From an optimization exercise on the open Yosys and OpenROAD flow, aimed at small area; shortcuts taken in it are not production practice. Function was checked by simulation only, so behaviour that the tests miss may differ from the original. No activity file was given, so power comes from the tool's default toggle rates.

==> design/flow/config.mk <==
export PLATFORM = sky130hd
export DESIGN_NAME = snn_rgb
export DESIGN_NICKNAME = snn_rgb
export VERILOG_FILES = /design/flow/design.v
export SDC_FILE = /design/flow/constraint.sdc
export NUM_CORES = 4
export LEC_CHECK = 0
export CAP_MARGIN = 20
export CORE_MARGIN = 2
export CORE_UTILIZATION = 40
export SLEW_MARGIN = 20
==> design/flow/constraint.sdc <==
create_clock -name core_clock -period 10.0 [get_ports {clk}]
set_input_delay 2.0000 -clock core_clock [delete_from_list [all_inputs] [get_ports {clk}]]
set_output_delay 2.0000 -clock core_clock [all_outputs]
set_load 0.01 [all_outputs]
==> design/flow/design.v <==
module gen_input (
    input clk,
    input reset,
    input [7:0] r_st,
    input [7:0] g_st,
    input [7:0] b_st,
    output r_sp,
    output g_sp,
    output b_sp
);
reg [7:0] lfsr_r, lfsr_g, lfsr_b;
function [7:0] lfsr_next;
    input [7:0] s;
    begin
        lfsr_next = {1'b0, s[7:1]} ^ (s[0] ? 8'hB8 : 8'h00);
    end
endfunction
always @(posedge clk) begin
    if (reset) begin
        lfsr_r <= 8'h01;
        lfsr_g <= 8'h5A;
        lfsr_b <= 8'hC3;
    end else begin
        lfsr_r <= lfsr_next(lfsr_r);
        lfsr_g <= lfsr_next(lfsr_g);
        lfsr_b <= lfsr_next(lfsr_b);
    end
end
assign r_sp = (lfsr_r < r_st);
assign g_sp = (lfsr_g < g_st);
assign b_sp = (lfsr_b < b_st);
endmodule
module neuron (input[31:0] w_0 ,w_1, w_2, w_3, w_4, w_5, w_6, bias, v_th,
   input clk,
   input reset,
   input sp_0,
   input sp_1,
   input sp_2,
   input sp_3,
   input sp_4,
   input sp_5,
   input sp_6,
   input neuron_reset,
   output reg spike_out);
reg [31:0] tmp_sum_0;
reg [31:0] tmp_sum_1;
reg [31:0] tmp_sum_2;
reg [31:0] tmp_sum_3;
reg [31:0] tmp_sum_4;
reg [31:0] tmp_sum_5;
reg [31:0] tmp_sum_6;
reg [31:0] tmp_sum_b_0;
reg [31:0] tmp_sum_1_2;
reg [31:0] tmp_sum_3_4;
reg [31:0] tmp_sum_5_6;
reg [31:0] tmp_sum_b_0_1_2;
reg [31:0] tmp_sum_3_4_5_6;
reg [31:0] sum;
reg [31:0] voltage;
always @(posedge clk) begin
  if (reset) begin
    tmp_sum_0 <= 0;
    tmp_sum_1 <= 0;
    tmp_sum_2 <= 0;
    tmp_sum_3 <= 0;
    tmp_sum_4 <= 0;
    tmp_sum_5 <= 0;
    tmp_sum_6 <= 0;
    tmp_sum_b_0 <= 0;
    tmp_sum_1_2 <= 0;
    tmp_sum_3_4 <= 0;
    tmp_sum_5_6 <= 0;
    tmp_sum_b_0_1_2 <= 0;
    tmp_sum_3_4_5_6 <= 0;
    sum <= 0;
    voltage <= 0;
    spike_out <= 1'b0;
  end else begin
    tmp_sum_0 <= (sp_0) ? w_0 : 0;
    tmp_sum_1 <= (sp_1) ? w_1 : 0;
    tmp_sum_2 <= (sp_2) ? w_2 : 0;
    tmp_sum_3 <= (sp_3) ? w_3 : 0;
    tmp_sum_4 <= (sp_4) ? w_4 : 0;
    tmp_sum_5 <= (sp_5) ? w_5 : 0;
    tmp_sum_6 <= (sp_6) ? w_6 : 0;
    tmp_sum_b_0 <= bias + tmp_sum_0;
    tmp_sum_1_2 <= tmp_sum_1 + tmp_sum_2;
    tmp_sum_3_4 <= tmp_sum_3 + tmp_sum_4;
    tmp_sum_5_6 <= tmp_sum_5 + tmp_sum_6;
    tmp_sum_b_0_1_2 <= tmp_sum_b_0 + tmp_sum_1_2;
    tmp_sum_3_4_5_6 <= tmp_sum_3_4 + tmp_sum_5_6;
    sum <= tmp_sum_b_0_1_2 + tmp_sum_3_4_5_6;
    voltage <= voltage + sum; 
    if ($signed(voltage) > $signed(v_th)) begin
      voltage <= voltage - v_th;
      spike_out <= 1'b1;
    end else begin
      spike_out <= 1'b0;
    end
    if (neuron_reset) begin
      voltage <= 0;
    end
  end
end
endmodule
module snn_rgb (
    input clk,                      
    input reset_n,                    
    input [2:0] enable_in,            
    input [7:0] r_in,                 
    input [7:0] g_in,                 
    input [7:0] b_in,                 
    output reg [7:0] r_out,
    output reg [7:0] g_out,
    output reg [7:0] b_out
);
reg reset;                            
reg [7:0] r_0, g_0, b_0;              
reg r_out_1, g_out_1, b_out_1;   
wire h_0, h_1, h_2, h_3, h_4, h_5, h_6, out_0, out_1;   
wire r_sp, g_sp, b_sp;                                  
wire res_ly_1;              
wire res_ly_2;              
reg [7:0] step;              
reg [7:0] num_out0_sp;   
reg [7:0] num_out1_sp;
parameter v_th = 500;         
parameter n_sp_to_activate = 60;   
parameter w_0_n0 = 8;
parameter w_1_n0 = 37;
parameter w_2_n0 = 141;
parameter bias_n0 = 69;
parameter w_0_n1 = 44;
parameter w_1_n1 = 25;
parameter w_2_n1 = -73;
parameter bias_n1 = 124;
parameter w_0_n2 = 20;
parameter w_1_n2 = -39;
parameter w_2_n2 = -23;
parameter bias_n2 = 8;
parameter w_0_n3 = 137;
parameter w_1_n3 = 72;
parameter w_2_n3 = -113;
parameter bias_n3 = 20;
parameter w_0_n4 = 7;
parameter w_1_n4 = 45;
parameter w_2_n4 = -37;
parameter bias_n4 = -25;
parameter w_0_n5 = 81;
parameter w_1_n5 = 33;
parameter w_2_n5 = 55;
parameter bias_n5 = -57;
parameter w_0_n6 = -89;
parameter w_1_n6 = 0;
parameter w_2_n6 = 132;
parameter bias_n6 = 33;
parameter w_0_n7 = 196;
parameter w_1_n7 = 295;
parameter w_2_n7 = 74;
parameter w_3_n7 = -275;
parameter w_4_n7 =110;
parameter w_5_n7 = -178;
parameter w_6_n7 = 349;
parameter bias_n7 = 57;
parameter w_0_n8 = -255;
parameter w_1_n8 = 57;
parameter w_2_n8 = -171;
parameter w_3_n8 = 497;
parameter w_4_n8 = -108;
parameter w_5_n8 = 9;
parameter w_6_n8 = -386;
parameter bias_n8 = 92;
gen_input pseudo_random_inst (
    .clk(clk),
    .reset(reset),
    .r_st(r_in),
    .g_st(g_in),
    .b_st(b_in),
    .r_sp(r_sp),
    .g_sp(g_sp),
    .b_sp(b_sp)
);
neuron hidden0_inst (
    .w_0(w_0_n0),
    .w_1(w_1_n0),
    .w_2(w_2_n0),
    .w_3(32'd0),
    .w_4(32'd0),
    .w_5(32'd0),
    .w_6(32'd0),
    .bias(bias_n0),
    .v_th(v_th),
    .clk(clk),
    .reset(reset),
    .sp_0(r_sp),
    .sp_1(g_sp),
    .sp_2(b_sp),
    .sp_3(1'b0),
    .sp_4(1'b0),
    .sp_5(1'b0),
    .sp_6(1'b0),
    .neuron_reset(res_ly_1),
    .spike_out(h_0)
);
neuron hidden1_inst (
    .w_0(w_0_n1),
    .w_1(w_1_n1),
    .w_2(w_2_n1),
    .w_3(32'd0),
    .w_4(32'd0),
    .w_5(32'd0),
    .w_6(32'd0),
    .bias(bias_n1),
    .v_th(v_th),
    .clk(clk),
    .reset(reset),
    .sp_0(r_sp),
    .sp_1(g_sp),
    .sp_2(b_sp),
    .sp_3(1'b0),
    .sp_4(1'b0),
    .sp_5(1'b0),
    .sp_6(1'b0),
    .neuron_reset(res_ly_1),
    .spike_out(h_1)
);
neuron hidden2_inst (
    .w_0(w_0_n2),
    .w_1(w_1_n2),
    .w_2(w_2_n2),
    .w_3(32'd0),
    .w_4(32'd0),
    .w_5(32'd0),
    .w_6(32'd0),
    .bias(bias_n2),
    .v_th(v_th),
    .clk(clk),
    .reset(reset),
    .sp_0(r_sp),
    .sp_1(g_sp),
    .sp_2(b_sp),
    .sp_3(1'b0),
    .sp_4(1'b0),
    .sp_5(1'b0),
    .sp_6(1'b0),
    .neuron_reset(res_ly_1),
    .spike_out(h_2)
);
neuron hidden3_inst (
    .w_0(w_0_n3),
    .w_1(w_1_n3),
    .w_2(w_2_n3),
    .w_3(32'd0),
    .w_4(32'd0),
    .w_5(32'd0),
    .w_6(32'd0),
    .bias(bias_n3),
    .v_th(v_th),
    .clk(clk),
    .reset(reset),
    .sp_0(r_sp),
    .sp_1(g_sp),
    .sp_2(b_sp),
    .sp_3(1'b0),
    .sp_4(1'b0),
    .sp_5(1'b0),
    .sp_6(1'b0),
    .neuron_reset(res_ly_1),
    .spike_out(h_3)
);
neuron hidden4_inst (
    .w_0(w_0_n4),
    .w_1(w_1_n4),
    .w_2(w_2_n4),
    .w_3(32'd0),
    .w_4(32'd0),
    .w_5(32'd0),
    .w_6(32'd0),
    .bias(bias_n4),
    .v_th(v_th),
    .clk(clk),
    .reset(reset),
    .sp_0(r_sp),
    .sp_1(g_sp),
    .sp_2(b_sp),
    .sp_3(1'b0),
    .sp_4(1'b0),
    .sp_5(1'b0),
    .sp_6(1'b0),
    .neuron_reset(res_ly_1),
    .spike_out(h_4)
);
neuron hidden5_inst (
    .w_0(w_0_n5),
    .w_1(w_1_n5),
    .w_2(w_2_n5),
    .w_3(32'd0),
    .w_4(32'd0),
    .w_5(32'd0),
    .w_6(32'd0),
    .bias(bias_n5),
    .v_th(v_th),
    .clk(clk),
    .reset(reset),
    .sp_0(r_sp),
    .sp_1(g_sp),
    .sp_2(b_sp),
    .sp_3(1'b0),
    .sp_4(1'b0),
    .sp_5(1'b0),
    .sp_6(1'b0),
    .neuron_reset(res_ly_1),
    .spike_out(h_5)
);
neuron hidden6_inst (
    .w_0(w_0_n6),
    .w_1(w_1_n6),
    .w_2(w_2_n6),
    .w_3(32'd0),
    .w_4(32'd0),
    .w_5(32'd0),
    .w_6(32'd0),
    .bias(bias_n6),
    .v_th(v_th),
    .clk(clk),
    .reset(reset),
    .sp_0(r_sp),
    .sp_1(g_sp),
    .sp_2(b_sp),
    .sp_3(1'b0),
    .sp_4(1'b0),
    .sp_5(1'b0),
    .sp_6(1'b0),
    .neuron_reset(res_ly_1),
    .spike_out(h_6)
);
neuron output0 (
    .w_0(w_0_n7),
    .w_1(w_1_n7),
    .w_2(w_2_n7),
    .w_3(w_3_n7),
    .w_4(w_4_n7),
    .w_5(w_5_n7),
    .w_6(w_6_n7),
    .bias(bias_n7),
    .v_th(v_th),
    .clk(clk),
    .reset(reset),
    .sp_0(h_0),
    .sp_1(h_1),
    .sp_2(h_2),
    .sp_3(h_3),
    .sp_4(h_4),
    .sp_5(h_5),
    .sp_6(h_6),
    .neuron_reset(res_ly_2),
    .spike_out(out_0)
);
neuron output1 (
    .w_0(w_0_n8),
    .w_1(w_1_n8),
    .w_2(w_2_n8),
    .w_3(w_3_n8),
    .w_4(w_4_n8),
    .w_5(w_5_n8),
    .w_6(w_6_n8),
    .bias(bias_n8),
    .v_th(v_th),
    .clk(clk),
    .reset(reset),
    .sp_0(h_0),
    .sp_1(h_1),
    .sp_2(h_2),
    .sp_3(h_3),
    .sp_4(h_4),
    .sp_5(h_5),
    .sp_6(h_6),
    .neuron_reset(res_ly_2),
    .spike_out(out_1)
);
always @(posedge clk) begin
    reset <= ~reset_n;
end
always @(posedge clk) begin
    if (reset)
        step <= 8'd0;
    else
        step <= step + 1'b1;
end
assign res_ly_1 = (step == 8'd255);
assign res_ly_2 = (step == 8'd5);
always @(posedge clk) begin
  if (reset) begin
    num_out0_sp <= 8'd0;
    num_out1_sp <= 8'd0;
    r_out_1 <= 1'b0;
    g_out_1 <= 1'b0;
    b_out_1 <= 1'b0;
    r_out <= 8'd0;
    g_out <= 8'd0;
    b_out <= 8'd0;
  end else begin
    if (out_0) begin
        num_out0_sp <= num_out0_sp + 1'b1;
    end
    if (out_1) begin
        num_out1_sp <= num_out1_sp + 1'b1;
    end
    if (res_ly_2) begin
        if (num_out0_sp >= n_sp_to_activate) begin
            r_out_1 <= 1'b0;
            g_out_1 <= 1'b0;
            b_out_1 <= 1'b1;
        end else if (num_out1_sp >= n_sp_to_activate) begin
            r_out_1 <= 1'b1;
            g_out_1 <= 1'b1;
            b_out_1 <= 1'b0;
        end else begin
            r_out_1 <= 1'b0;
            g_out_1 <= 1'b0;
            b_out_1 <= 1'b0;
        end
        num_out0_sp <= 1'b0;
        num_out1_sp <= 1'b0;
    end
    r_out <= {r_out_1, r_out_1, r_out_1, r_out_1, r_out_1, r_out_1, r_out_1, r_out_1};
    g_out <= {g_out_1, g_out_1, g_out_1, g_out_1, g_out_1, g_out_1, g_out_1, g_out_1};
    b_out <= {b_out_1, b_out_1, b_out_1, b_out_1, b_out_1, b_out_1, b_out_1, b_out_1};
  end
end
endmodule
==> design/flow/run.sh <==
#!/bin/bash
# synth_recipe.tcl (not shown) runs the flow's synth.tcl, then flattens the netlist and writes it again
# the make line also repeats each setting of config.mk as NAME=value (left out here)
make -C /OpenROAD-flow-scripts/flow DESIGN_CONFIG=/design/flow/config.mk WORK_HOME=/design/flow/orfs CLKGATE_MAP_FILE= SYNTH_SCRIPT=/design/flow/synth_recipe.tcl finish
==> metrics.md <==
| Metric | Value |
|---|---|
| Post_cts resized | `0` |
| Reg2Reg Setup Slack | `6.19 ns` |
| CTS clk-pin slew, worst paths | `0.06 ns` |
| Crit Reg-Reg Startpoint | `hidden6_inst.sum[8]$_SDFF_PP0_` |
| Final Hold Viols | `0` |
| Worst R2R Path Depth | `11` |
| Number of global-route vias before repair | `34.7k` |
| Largest net degree at the start of global routing | `193` |
| Final Critical Period | `3.87 ns` |
| CP endpoint | `r_out[5]` |
| Unrepaired setup endpoints after global routing | `no` |
| Async S/R FF share, synth | `0%` |
| Library cells used by synthesis | `87` |
| Die height | `345 µm` |
| Antenna violations before repair | `0` |
| Area share of the largest cell type after synthesis | `35.2%` |
| WL/cell | `14.7 µm` |
| Commonest non-fill, non-tap cell in the layout | `dfxtp_1` |
| Buf+Inv Stages, Crit Path | `1` |
| Synth area leaders | `dfxtp_1, ha_1, xnor2_1` |
| H-Tree Level Count | `3` |
| Slew @ Worst Pin | `1.05 ns` |
| Pwr Density | `244 nW/µm²` |
| Slew HR | `30.2%` |
| Clock Latency Late Sink | `0.66 ns` |
| # setup viols final | `0` |
| Outcome | `complete, no violations` |
| Ratio of final minimum period to clock period | `38.7%` |
| Crit path launch type | `flop` |
| Hold WS | `0.426 ns` |
| Area Growth Syn to Fin | `10.6%` |
| CTS tree | `yes` |
| Post-synth EDFFs | `0` |
| Syn_nets | `5959` |
| Area leader, netlist | `dfxtp_1` |
| CP arrival | `1.87 ns` |
| Post-DP HPWL | `73500 µm` |
| Worst path depth | `1` |
| Slowest stage delay, CP | `0.63 ns` |
| Max Freq | `0.258 GHz` |
| VDD IR max | `120 µV` |
| Die width | `345 µm` |
| Ys flop type | `dfxtp_1` |
| Grt ovf | `0` |
| Max-Cap Viols | `0` |
| Layout cells sized above 1 | `4.46%` |
| Worst EP required | `8.00 ns` |
| Syn_area_per_cell | `8.51 µm²` |
| Cell Chain, Critical Path | `clkdlybuf4s50_1` |
| Yosys warns | `3` |
| Initial drt markers | `1981` |
| Final wirelength | `103000 µm` |
| CTS root buf | `clkbuf_16` |
| Leakage Power | `22.2 nW` |
| 1st-pass router iterations | `5` |
| DRC violations left | `0` |
| Critical path launch point | `g_out[0]$_SDFF_PP0_` |
| Row Count | `125` |
| Critical Path Sink Type | `primary output` |
| Total CTS buffers | `92` |
| Post-Route Setup TNS | `0 ns` |
| HP Class | `reg2reg` |
| Slowest stage cell, crit path | `clkdlybuf4s50_1` |
| Post-CTS Setup Repair Bufs | `0` |
| IO Port Bufs | `49` |
| Routed Antenna Nets | `0` |
| GRT Util Overall | `17.2%` |
| # fillers | `11.5k` |
| First-pass GRT wire length | `172000 µm` |
| Seq/Total Area, Yosys | `35.2%` |
| DR vias/cell | `5.24` |
| Clk sinks | `816` |
| Starting Density | `40.1%` |
| Total power | `12.5 mW` |
| Crit Path Max Fanout | `16` |
| Clock buffer depth | `3` |
| Core ar. | `116000 µm²` |
| CP top delay family | `buffers and inverters` |
| Critical path class | `reg2out` |
| Most frequent cells in the layout | `dfxtp_1, nor2_1, a21oi_1, ha_1, nand2_1` |
| Mapped cell area | `46400 µm²` |
| RePlAce Congestion | `0.844` |
| Flop and latch count out of synthesis | `816` |
| Hold buffers post-CTS | `0` |
| Die Area | `119000 µm²` |
| Post-Syn Instances | `5455` |
| RR Endpoint | `hidden6_inst.voltage[28]$_SDFF_PP0_` |
| Via count | `36.7k` |
| I/O pin total | `53` |
| Inserted Diodes | `0` |
| Worst Skew | `0.0245 ns` |
| Slew Limit Fails | `0` |
| # nets final | `5927` |
## cells by family after synthesis
logic type	share of synthesized area, %
compound gates	17.9
xor+xnor	10.4
fa+ha+maj	13.3
buf+inv	3.30
flops	35.2
mux	0.240
simple gates	19.7
## routing by layer
metal	vias up	GRT usage, %	routed length [µm]
li1	19000	-	-
met5	-	0	0
met3	124	2.13	3460
met2	487	27.5	45400
met4	0	4.41	1940
met1	17100	24.3	52100
## synthesized netlist by cell type, types with 43 or more instances
master and n:
a211oi_1 140, a21o_1 137, a21oi_1 462, a31oi_1 52
and3_1 44, clkbuf_1 176, dfxtp_1 816, ha_1 442
inv_1 180, nand2_1 342, nand2b_1 72, nand3_1 82
nand4_1 49, nor2_1 677, nor2b_1 277, nor3_1 130
nor4_1 43, o21ai_0 244, or3_1 49, xnor2_1 309
xor2_1 243
## cell type report
class | instances | area [µm²] | share of cell area [%]
multi-input combinational | 4254 | 28600 | 55.7
sequential | 816 | 16300 | 31.8
clock buffer | 124 | 2660 | 5.18
tap | 1524 | 1910 | 3.71
timing repair buffer | 78 | 721 | 1.40
inverter | 181 | 679 | 1.32
clock inverter | 38 | 443 | 0.862
## worst min-delay path by stage
stage,from,end,depth (start not counted)
floorplan,hidden6_inst.tmp_sum_0[30]$_SDFF_PP0_,hidden4_inst.tmp_sum_b_0[0]$_SDFF_PP0_,1
global placement,hidden1_inst.spike_out$_SDFF_PP0_,output1.tmp_sum_1[4]$_SDFF_PP0_,1
detailed placement,hidden4_inst.tmp_sum_b_0_1_2[20]$_SDFF_PP0_,hidden4_inst.sum[20]$_SDFF_PP0_,1
CTS,hidden1_inst.spike_out$_SDFF_PP0_,output1.tmp_sum_1[4]$_SDFF_PP0_,1
global route,hidden1_inst.spike_out$_SDFF_PP0_,output1.tmp_sum_1[4]$_SDFF_PP0_,1
finish,hidden1_inst.spike_out$_SDFF_PP0_,output1.tmp_sum_1[4]$_SDFF_PP0_,1
## report_power, final
group | internal, mW | switching (mW)
Sequential | 3.86 | 0.617
Combinational | 1.95 | 2.66
Clock | 2.03 | 1.41
## per-stage QoR
stage,instances,util [%],area [µm²],setup WS (ns)
3_3_place_gp,6853,41.7,48300,5.54
6_report,7015,44.4,51400,6.13
2_1_floorplan,5455,-,46400,6.71
3_5_place_dp,6853,41.7,48300,5.59
4_1_cts,7015,44.4,51400,6.04
5_1_grt,7015,44.4,51400,5.82

what the ideal ports hide:
The flow's constraints put no driver on any port. The routed layout listed below was extracted and timed again, unchanged, in two steps. Step 1 sets driving cells, clkbuf_16 on the clock port and buf_2 on the other inputs (assumed; they add their load-dependent delay and slew). Step 2 adds t to the input delays and takes it off the output delays; t is the mean of the earliest and latest rising clock arrival at the registers after step 1. Input paths then give back, and output paths get back, about the clock's delay inside the block. Three values: no drivers, after step 1, after step 2; two values: the first two.
t, ns: 0.720
slack for setup (ns): 6.128 / 6.059 / 5.594
worst data-port slew with drivers (ns): 0.03
After both steps this run still meets setup and hold. For this run, drivers alone change the setup slack by -0.069 ns; drivers and shift together by -0.534 ns.
